Background: an optimization exercise with open tools, aiming at a short achievable clock period and few clock cycles. Do not read the settings as production practice. The RTL was checked by simulation tests, not by an equivalence proof against the original design. Power and IR drop assume default switching activity.

### design.v
`timescale 1ns / 1ps
module PCPU (
    input clk,
    input rst,
    input [31:0] Data_in,
    input [31:0] inst_in,
    output [3:0] MemRW_out,
    output [31:0] PC_out_IF,
    output [31:0] Data_to_Mem,
    output [31:0] Addr_out
);
    reg [31:0] pc;           
    reg        e_sq;         
    reg        e_pt;         
    reg        e_auipc;      
    reg [31:0] e_a, e_b, e_imm, e_pc, e_pc4;
    reg [4:0]  e_rd;
    reg        e_lb, e_lh, e_lbu, e_lhu;
    reg        e_wen, e_load, e_sb, e_sh, e_sw, e_jal, e_jalr;
    reg        r_j, r_eq, r_ne, r_lt, r_ge, r_ltu, r_geu;
    reg        fa_rf, fa_m, fa_w, fa_w2;           
    reg        fb_rf, fb_m, fb_w, fb_w2, fb_imm;   
    reg        fs_rf, fs_m, fs_w, fs_w2;           
    reg        s_add, s_sub, s_sll, s_slt, s_sltu, s_xor, s_srl, s_sra;
    reg        s_or, s_and, s_lui, s_auipc, s_link;
    reg [31:0] m_res, m_sd;
    reg [3:0]  m_be;
    reg [4:0]  m_rd;
    reg        m_wen, m_load, m_lb, m_lh, m_lbu, m_lhu;
    reg [31:0] w_val, w2_val;
    reg [4:0]  w_rd, w2_rd;
    reg        w_wen, w2_wen;
    wire [31:0] rf [0:31];
    assign rf[0] = 32'b0;
    genvar g;
    generate
        for (g = 1; g < 32; g = g + 1) begin : gen_reg
            reg [31:0] r;
            always @(posedge clk or posedge rst) begin
                if (rst) r <= 32'b0;
                else if (w_wen && w_rd == g) r <= w_val;
            end
            assign rf[g] = r;
        end
    endgenerate
    wire [31:0] fpc = pc;
    wire [31:0] fpc4 = fpc + 32'd4;
    assign PC_out_IF = fpc;
    wire [31:0] ins = inst_in;
    wire [4:0]  opc = ins[6:2];
    wire [2:0]  f3  = ins[14:12];
    wire [4:0]  rd  = ins[11:7];
    wire [4:0]  rs1 = ins[19:15];
    wire [4:0]  rs2 = ins[24:20];
    wire d_lui   = opc == 5'b01101;
    wire d_auipc = opc == 5'b00101;
    wire d_jal   = opc == 5'b11011;
    wire d_jalr  = opc == 5'b11001;
    wire d_br    = opc == 5'b11000;
    wire d_load  = opc == 5'b00000;
    wire d_store = opc == 5'b01000;
    wire d_opimm = opc == 5'b00100;
    wire d_op    = opc == 5'b01100;
    wire d_alu   = d_op | d_opimm;
    wire d_wen  = (d_lui | d_auipc | d_jal | d_jalr | d_load | d_alu) && rd != 5'd0;
    wire d_use1 = d_jalr | d_br | d_load | d_store | d_alu;
    wire d_use2 = d_br | d_store | d_op;
    wire d_bimm = d_opimm | d_load | d_store | d_jalr;
    wire [31:0] imm_i = {{21{ins[31]}}, ins[30:20]};
    wire [31:0] imm_s = {{21{ins[31]}}, ins[30:25], ins[11:7]};
    wire [31:0] imm_b = {{20{ins[31]}}, ins[7], ins[30:25], ins[11:8], 1'b0};
    wire [31:0] imm_u = {ins[31:12], 12'b0};
    wire [31:0] imm_j = {{12{ins[31]}}, ins[19:12], ins[20], ins[30:21], 1'b0};
    wire [31:0] d_imm = d_store ? imm_s :
                        d_br ? imm_b :
                        (d_lui | d_auipc) ? imm_u :
                        d_jal ? imm_j : imm_i;
    wire e_v = ~e_sq;
    wire a_hit_e = e_wen && e_v && e_rd == rs1;
    wire a_hit_m = m_wen && m_rd == rs1;
    wire a_hit_w = w_wen && w_rd == rs1;
    wire b_hit_e = e_wen && e_v && e_rd == rs2;
    wire b_hit_m = m_wen && m_rd == rs2;
    wire b_hit_w = w_wen && w_rd == rs2;
    wire stall = e_load && e_v && ((d_use1 && a_hit_e) || (d_use2 && b_hit_e));
    wire [31:0] tgt  = e_pc + e_imm;    
    wire [10:0] j_lo = {1'b0, fpc[9:0]} + {1'b0, imm_j[9:0]};
    wire [10:0] b_lo = {1'b0, fpc[9:0]} + {1'b0, imm_b[9:0]};
    wire [10:0] r_lo = {1'b0, tgt[9:0]} + {1'b0, imm_i[9:0]};
    wire j_ok = (imm_j[31:10] == {22{imm_j[31]}}) & (j_lo[10] == imm_j[31]);
    wire b_ok = (imm_b[31:10] == {22{1'b1}}) & b_lo[10];
    wire r_ok = (imm_i[31:10] == {22{imm_i[31]}}) & (r_lo[10] == imm_i[31]);
    wire p_jal = d_jal & j_ok;
    wire p_br  = d_br & b_ok;
    wire p_jr  = d_jalr & e_auipc & a_hit_e & r_ok;
    wire ptaken = p_jal | p_br | p_jr;
    wire [31:0] ptgt = d_jalr ? {tgt[31:10], r_lo[9:0]} :
                       d_jal  ? {fpc[31:10], j_lo[9:0]} : {fpc[31:10], b_lo[9:0]};
    wire [31:0] A = ({32{fa_rf}} & e_a) | ({32{fa_m}} & m_res) |
                    ({32{fa_w}} & w_val) | ({32{fa_w2}} & w2_val);
    wire [31:0] B = ({32{fb_rf}} & e_b) | ({32{fb_m}} & m_res) |
                    ({32{fb_w}} & w_val) | ({32{fb_w2}} & w2_val) |
                    ({32{fb_imm}} & e_imm);
    wire [31:0] S = ({32{fs_rf}} & e_b) | ({32{fs_m}} & m_res) |
                    ({32{fs_w}} & w_val) | ({32{fs_w2}} & w2_val);
    wire [31:0] sum  = A + B;
    wire [31:0] diff = A - B;
    wire        eq   = A == B;
    wire        lt   = $signed(A) < $signed(B);
    wire        ltu  = A < B;
    wire [31:0] shl  = A << B[4:0];
    wire [31:0] shr  = A >> B[4:0];
    wire [31:0] sha  = $signed(A) >>> B[4:0];
    wire [31:0] res = ({32{s_add}} & sum) | ({32{s_sub}} & diff) |
                      ({32{s_sll}} & shl) | ({32{s_srl}} & shr) | ({32{s_sra}} & sha) |
                      {31'b0, (s_slt & lt) | (s_sltu & ltu)} |
                      ({32{s_xor}} & (A ^ B)) | ({32{s_or}} & (A | B)) | ({32{s_and}} & (A & B)) |
                      ({32{s_lui}} & e_imm) | ({32{s_auipc}} & tgt) | ({32{s_link}} & e_pc4);
    wire taken = e_v & (r_j | (r_eq & eq) | (r_ne & ~eq) | (r_lt & lt) | (r_ge & ~lt) |
                        (r_ltu & ltu) | (r_geu & ~ltu));
    wire [31:0] npc = e_jalr ? sum : e_pt ? e_pc4 : tgt;
    wire [3:0] x_be = e_sq ? 4'b0000 :
                      e_sw ? 4'b1111 :
                      e_sh ? (sum[1] ? 4'b1100 : 4'b0011) :
                      e_sb ? (4'b0001 << sum[1:0]) : 4'b0000;
    wire [31:0] x_sd = e_sb ? {4{S[7:0]}} : e_sh ? {2{S[15:0]}} : S;
    assign Addr_out = m_res;
    assign MemRW_out = m_be;
    assign Data_to_Mem = m_sd;
    wire [31:0] dsh = Data_in >> {m_res[1:0], 3'b000};
    wire [31:0] ld = m_lb  ? {{24{dsh[7]}}, dsh[7:0]} :
                     m_lbu ? {24'b0, dsh[7:0]} :
                     m_lh  ? {{16{dsh[15]}}, dsh[15:0]} :
                     m_lhu ? {16'b0, dsh[15:0]} : Data_in;
    wire [31:0] m_val = m_load ? ld : m_res;
    wire [31:0] fd_next = stall ? pc : ptaken ? ptgt : fpc4;
    always @(posedge clk or posedge rst) begin
        if (rst) begin
            pc <= 32'b0;
            e_sq <= 1'b1;
        end else begin
            pc <= taken ? npc : fd_next;
            e_sq <= taken | stall;
        end
    end
    always @(posedge clk or posedge rst) begin
        if (rst) begin
            e_a <= 0; e_b <= 0; e_imm <= 0; e_pc <= 0; e_pc4 <= 0; e_rd <= 0; e_pt <= 0; e_auipc <= 0;
            e_lb <= 0; e_lh <= 0; e_lbu <= 0; e_lhu <= 0;
            e_wen <= 0; e_load <= 0; e_sb <= 0; e_sh <= 0; e_sw <= 0; e_jal <= 0; e_jalr <= 0;
            r_j <= 0; r_eq <= 0; r_ne <= 0; r_lt <= 0; r_ge <= 0; r_ltu <= 0; r_geu <= 0;
            fa_rf <= 0; fa_m <= 0; fa_w <= 0; fa_w2 <= 0;
            fb_rf <= 0; fb_m <= 0; fb_w <= 0; fb_w2 <= 0; fb_imm <= 0;
            fs_rf <= 0; fs_m <= 0; fs_w <= 0; fs_w2 <= 0;
            s_add <= 0; s_sub <= 0; s_sll <= 0; s_slt <= 0; s_sltu <= 0; s_xor <= 0;
            s_srl <= 0; s_sra <= 0; s_or <= 0; s_and <= 0; s_lui <= 0; s_auipc <= 0; s_link <= 0;
        end else begin
            e_a <= rf[rs1];
            e_b <= rf[rs2];
            e_imm <= d_imm;
            e_pc <= fpc;
            e_pc4 <= fpc4;
            e_rd <= rd;
            e_pt <= ptaken;
            e_auipc <= d_auipc & d_wen;
            e_lb  <= f3 == 3'd0;
            e_lh  <= f3 == 3'd1;
            e_lbu <= f3 == 3'd4;
            e_lhu <= f3 == 3'd5;
            fa_m  <= a_hit_e;
            fa_w  <= ~a_hit_e & a_hit_m;
            fa_w2 <= ~a_hit_e & ~a_hit_m & a_hit_w;
            fa_rf <= ~a_hit_e & ~a_hit_m & ~a_hit_w;
            fb_imm <= d_bimm;
            fb_m  <= ~d_bimm & b_hit_e;
            fb_w  <= ~d_bimm & ~b_hit_e & b_hit_m;
            fb_w2 <= ~d_bimm & ~b_hit_e & ~b_hit_m & b_hit_w;
            fb_rf <= ~d_bimm & ~b_hit_e & ~b_hit_m & ~b_hit_w;
            fs_m  <= b_hit_e;
            fs_w  <= ~b_hit_e & b_hit_m;
            fs_w2 <= ~b_hit_e & ~b_hit_m & b_hit_w;
            fs_rf <= ~b_hit_e & ~b_hit_m & ~b_hit_w;
            s_add  <= (d_op & f3 == 3'd0 & ~ins[30]) | (d_opimm & f3 == 3'd0) | d_load | d_store;
            s_sub  <= d_op & f3 == 3'd0 & ins[30];
            s_sll  <= d_alu & f3 == 3'd1;
            s_slt  <= d_alu & f3 == 3'd2;
            s_sltu <= d_alu & f3 == 3'd3;
            s_xor  <= d_alu & f3 == 3'd4;
            s_srl  <= d_alu & f3 == 3'd5 & ~ins[30];
            s_sra  <= d_alu & f3 == 3'd5 & ins[30];
            s_or   <= d_alu & f3 == 3'd6;
            s_and  <= d_alu & f3 == 3'd7;
            s_lui  <= d_lui;
            s_auipc <= d_auipc;
            s_link <= d_jal | d_jalr;
            e_wen  <= d_wen;
            e_load <= d_load;
            e_sb   <= d_store & f3 == 3'd0;
            e_sh   <= d_store & f3 == 3'd1;
            e_sw   <= d_store & f3 == 3'd2;
            e_jal  <= d_jal;
            e_jalr <= d_jalr;
            r_j   <= (d_jal | d_jalr) & ~ptaken;
            r_eq  <= d_br & (ptaken ? f3 == 3'd1 : f3 == 3'd0);
            r_ne  <= d_br & (ptaken ? f3 == 3'd0 : f3 == 3'd1);
            r_lt  <= d_br & (ptaken ? f3 == 3'd5 : f3 == 3'd4);
            r_ge  <= d_br & (ptaken ? f3 == 3'd4 : f3 == 3'd5);
            r_ltu <= d_br & (ptaken ? f3 == 3'd7 : f3 == 3'd6);
            r_geu <= d_br & (ptaken ? f3 == 3'd6 : f3 == 3'd7);
        end
    end
    always @(posedge clk or posedge rst) begin
        if (rst) begin
            m_res <= 0; m_sd <= 0; m_be <= 0; m_rd <= 0;
            m_wen <= 0; m_load <= 0; m_lb <= 0; m_lh <= 0; m_lbu <= 0; m_lhu <= 0;
            w_val <= 0; w_rd <= 0; w_wen <= 0;
            w2_val <= 0; w2_rd <= 0; w2_wen <= 0;
        end else begin
            m_res  <= res;
            m_sd   <= x_sd;
            m_be   <= x_be;
            m_rd   <= e_rd;
            m_wen  <= e_wen & e_v;
            m_load <= e_load & e_v;
            m_lb   <= e_load & e_lb;
            m_lh   <= e_load & e_lh;
            m_lbu  <= e_load & e_lbu;
            m_lhu  <= e_load & e_lhu;
            w_val  <= m_val;
            w_rd   <= m_rd;
            w_wen  <= m_wen;
            w2_val <= w_val;
            w2_rd  <= w_rd;
            w2_wen <= w_wen;
        end
    end
endmodule
### flow/run.sh
#!/bin/bash
set -uo pipefail
bash standard.sh SETUP_SLACK_MARGIN=8 finish > standard_make.log 2>&1
### standard.sh
#!/bin/bash
# synth_recipe.tcl (not shown) runs the flow's synth.tcl, then flattens the netlist and writes it again
# the make line also repeats each setting of config.mk as NAME=value (left out here)
make -C /OpenROAD-flow-scripts/flow DESIGN_CONFIG=/design/flow/config.mk WORK_HOME=/design/flow/orfs CLKGATE_MAP_FILE= SYNTH_SCRIPT=/design/flow/synth_recipe.tcl "${@:-finish}"
### config.mk
export PLATFORM = sky130hd
export DESIGN_NAME = PCPU
export DESIGN_NICKNAME = PCPU
export VERILOG_FILES = /design/flow/design.v
export SDC_FILE = /design/flow/constraint.sdc
export NUM_CORES = 4
export LEC_CHECK = 0
export CAP_MARGIN = 20
export CORE_MARGIN = 2
export CORE_UTILIZATION = 35
export SLEW_MARGIN = 20
### constraint.sdc
create_clock -name core_clock -period 12.0 [get_ports {clk}]
set_input_delay 2.4000 -clock core_clock [delete_from_list [all_inputs] [get_ports {clk}]]
set_output_delay 2.4000 -clock core_clock [all_outputs]
set_load 0.01 [all_outputs]
==> flow_summary.toml <==
[detailed_routing]
dr.pass1.iters = 14
num_vias = 73349
drtIter0Drc = 13208
routed_via_density = 7.04
drc = 0
ant_nets = 0
wire_per_inst_um = 39.6
drt_wl_total_mm = 413

[run]
cap_violations = 0

[placement]
dpl.cell_count = 9745
gp_congestion = 1.04
dpl.hpwl_mm = 230
io_buffers = 163

[global_routing]
grt_max_degree = 180
track_usage_pct = 35.5
grt_first_pass_wirelength_mm = 555
antenna_found_initial = 42
grt_pass1_vias = 68737
grt_overflow = 0

[synth]
syn_inst = 7164
syn_nets = 7389
async_flop_share_pct = 100
synth-seq-cells = 1382
ys_seq_area_share_pct = 45.6
synth-edff-count = 0
synth_top_area_share_pct = 45.6
syn_area_um2 = 75800
synth_area_leaders = "dfrtp_1 46%, mux2_2 15%, a22oi_1 7.7%"
synth_ff_type = "dfrtp_1"
ys_types = 98
synth.largest_area_cell = "dfrtp_1"
syn_area_per_cell_um2 = 10.6
yosys_warnings = 1

[timing]
slew_violations = 0
hold_viol_final = 0
min_period_ns = 4.64
setup_viol = 0
worstMarginPinSlew_ns = 1.25
fmax_mhz = 215
skew_ns = 0.0525
tns_ns = 0
rsz0062_at_grt = "yes"
slew_headroom_pct = 16.3
period_share_pct = 38.7

[floorplanning]
die_w_um = 470
rows = 170
core_area_um2 = 215000
initial_core_util_pct = 35.3
pin_count = 166
die_h_um = 470
die_area_um2 = 220000

[critical_path]
reg2reg_slack_ns = 7.38
crit_required_ns = 12.78
path_max_fanout = 6
cp_cell_sequence = "buf_6 -> buf_12 -> ha_4 -> inv_2 -> fa_2 -> nor2b_4 -> o2111ai_4 -> and3_4 -> o31ai_4 -> mux2i_1 -> nand4_1 -> and2_4 -> buf_12 -> or3_1 -> a31oi_1 -> nand2_1 -> nand2_1"
critPathCaptureType = "flip-flop"
crit_path_start_kind = "input port"
crit_path_max_incr_delay_ns = 0.38
setup.worst_path.class = "input port to flip-flop"
cpMaxStageDelayCell = "fa_2"
arrival_ns = 5.42

[clock_network]
insertion_delay_ns = 0.86
cts-root-buf = "clkbuf_16"
cts_max_level = 4
clock_sinks = 1382
cts_buffers = 152
clockBufferDepth = 3
cts_hold_buf = 0
cts_tree = "done"
clkTransAtPathRegs_ns = 0.06

[outcome]
outcome = "finished clean"

[finish]
nets = 7662
final_layout_size_suffix_gt1_share_pct = 32.0
area_growth_pct = 23.3
final_cells = 10424
utilization_pct = 43.5

[pwr]
vdd_drop_max_uv = 161
leakagePower_nw = 42.1
p_total_mw = 15.0
p_comb_share_pct = 28.0
p_clk_share_pct = 34.2
p_sw_mw = 5.31
swShare_pct = 35.3
p_int_mw = 9.74
p_per_area_nw_per_um2 = 161
power.share.sequential_pct = 37.8

[hold_path]
hold_path.class = "flip-flop to flip-flop"
==> worst max-delay path: cells and delay by family <==
kind	cells	cell delay, ns
and+or+nand+nor	7	1.30
adders and majority gates	2	0.53
AOI/OAI and AO/OA	3	0.53
buffers and inverters	4	0.37
muxes	1	0.28
==> flip-flops by register name, summed over array words and instances (netlist names), 4 cells and up <==
signal / flops
e_pc: 30
w2_val: 32
w_val: 32
m_res: 32
e_pc4: 32
e_imm: 32
gen.r: 992
e_b: 32
pc: 32
m_be: 4
m_rd: 5
m_sd: 32
w_rd: 5
e_a: 32
e_rd: 5
==> path summary, 6_finish.rpt <==
kind	endpoint	from	cells after the start
worst min register to register	w_wen	m_wen	0
worst max register to register	pc[28]	fa_m	15
worst min-delay path	w_wen	m_wen	0
max in group asynchronous	gen_reg[31].r[7]	rst	4
min in group asynchronous	e_wen	rst	3
worst max-delay path	pc[16]	inst_in[20]	17
==> metal layers <==
layer	routed length, um	share of wire (%)	GRT usage [%]
met1	141000	34	41.9
met2	165000	40	49.9
met3	61400	15	14.9
met4	45300	11	29.1
met5	424	0.10	0.735
==> cells by family after synthesis <==
logic type | share of synthesized area [%]
compound gates | 19.7
xor+xnor | 1.67
fa+ha+maj | 2.68
buf+inv | 3.88
flops | 45.6
mux | 16.8
simple gates | 9.66
==> synth_stat cells (all sizes together) (82+ instances only) <==
cell type / count
ha: 153
a21oi: 274
inv: 133
nand4: 141
buf: 123
a221oi: 176
mux2: 1013
a22o: 155
a222oi: 82
clkbuf: 496
nand3: 241
nor2: 330
a22oi: 780
nand2: 521
mux2i: 137
o21ai: 202
xnor2: 91
dfrtp: 1381
==> cell usage in the layout, fill, tap and decap left out, drive strengths merged, types with 137 or more instances in the layout <==
cell    instances
mux2         1013
clkbuf        224
nand2         521
ha            153
a22o          155
nor2          330
dfrtp        1381
mux2i         137
nand3         241
a22oi         780
o21ai         202
nand4         141
a221oi        176
buf           572
a21oi         274
==> area by class of cell <==
type,instances,area (um2)
Antenna cell,30,75.1
Clock buffer,215,4430
Clock inverter,58,998
Fill cell,19941,122000
Inverter,136,548
Multi-Input combinational cell,5029,41100
Sequential cell,1382,34700
Tap cell,2838,3550
Timing Repair Buffer,736,8090
==> power groups by stage <==
stage                     Combinational [mW]  Sequential (mW)  Clock, mW
after CTS                               3.81             5.65       5.15
after floorplan                         2.05             5.52          0
after global placement                  3.21             5.82          0
after global routing                    4.37             5.70       5.34
final                                   4.21             5.69       5.15
after detailed placement                3.22             5.83          0
==> what timing repair did <==
item | 4_1_cts | 5_1_grt
buffers inserted | 237 | 98
gates resized for setup | 838 | 255
gates cloned | 33 | 8
pin swaps | 101 | 135
endpoints found under the setup margin | 259 | 307
==> metrics by stage <==
stage / worst slack (ns) / area, um2 / hold WS (ns)
2_1_floorplan: -9.52 / 75900 / 0.373
3_3_place_gp: 5.07 / 80800 / 0.398
3_5_place_dp: 5.11 / 80800 / 0.400
4_1_cts: 7.51 / 91200 / 0.410
5_1_grt: 7.28 / 93500 / 0.425
6_report: 7.36 / 93500 / 0.409
Testbench counts, summed over its fixed seeds: cycles 27,341.

[re-timing with driven ports]
In the flow no input, the clock included, has a driving cell. The finished layout below was timed again as built, in two steps.
Step 1 sets driving cells, clkbuf_16 on the clock port and buf_2 on the other inputs (assumed; they add their load-dependent delay and slew).
Step 2, shift: input delay + t, output delay - t, t = (earliest + latest rising clock arrival at the registers) / 2. This alone moves slack from input paths to output paths.
Slacks: ideal ports / drivers / drivers and shift; pairs: ideal ports / drivers.
t (ns): 0.943
slack for setup (ns): 7.359 / 7.383 / 6.454
clock arrival spread, ns: 0.054 / 0.054
slew at the worst register clock pin (ns): 0.07 / 0.07
After both steps setup and hold are still met in this run. The setup slack of this run moves by +0.024 ns with the drivers and by -0.905 ns with both steps.
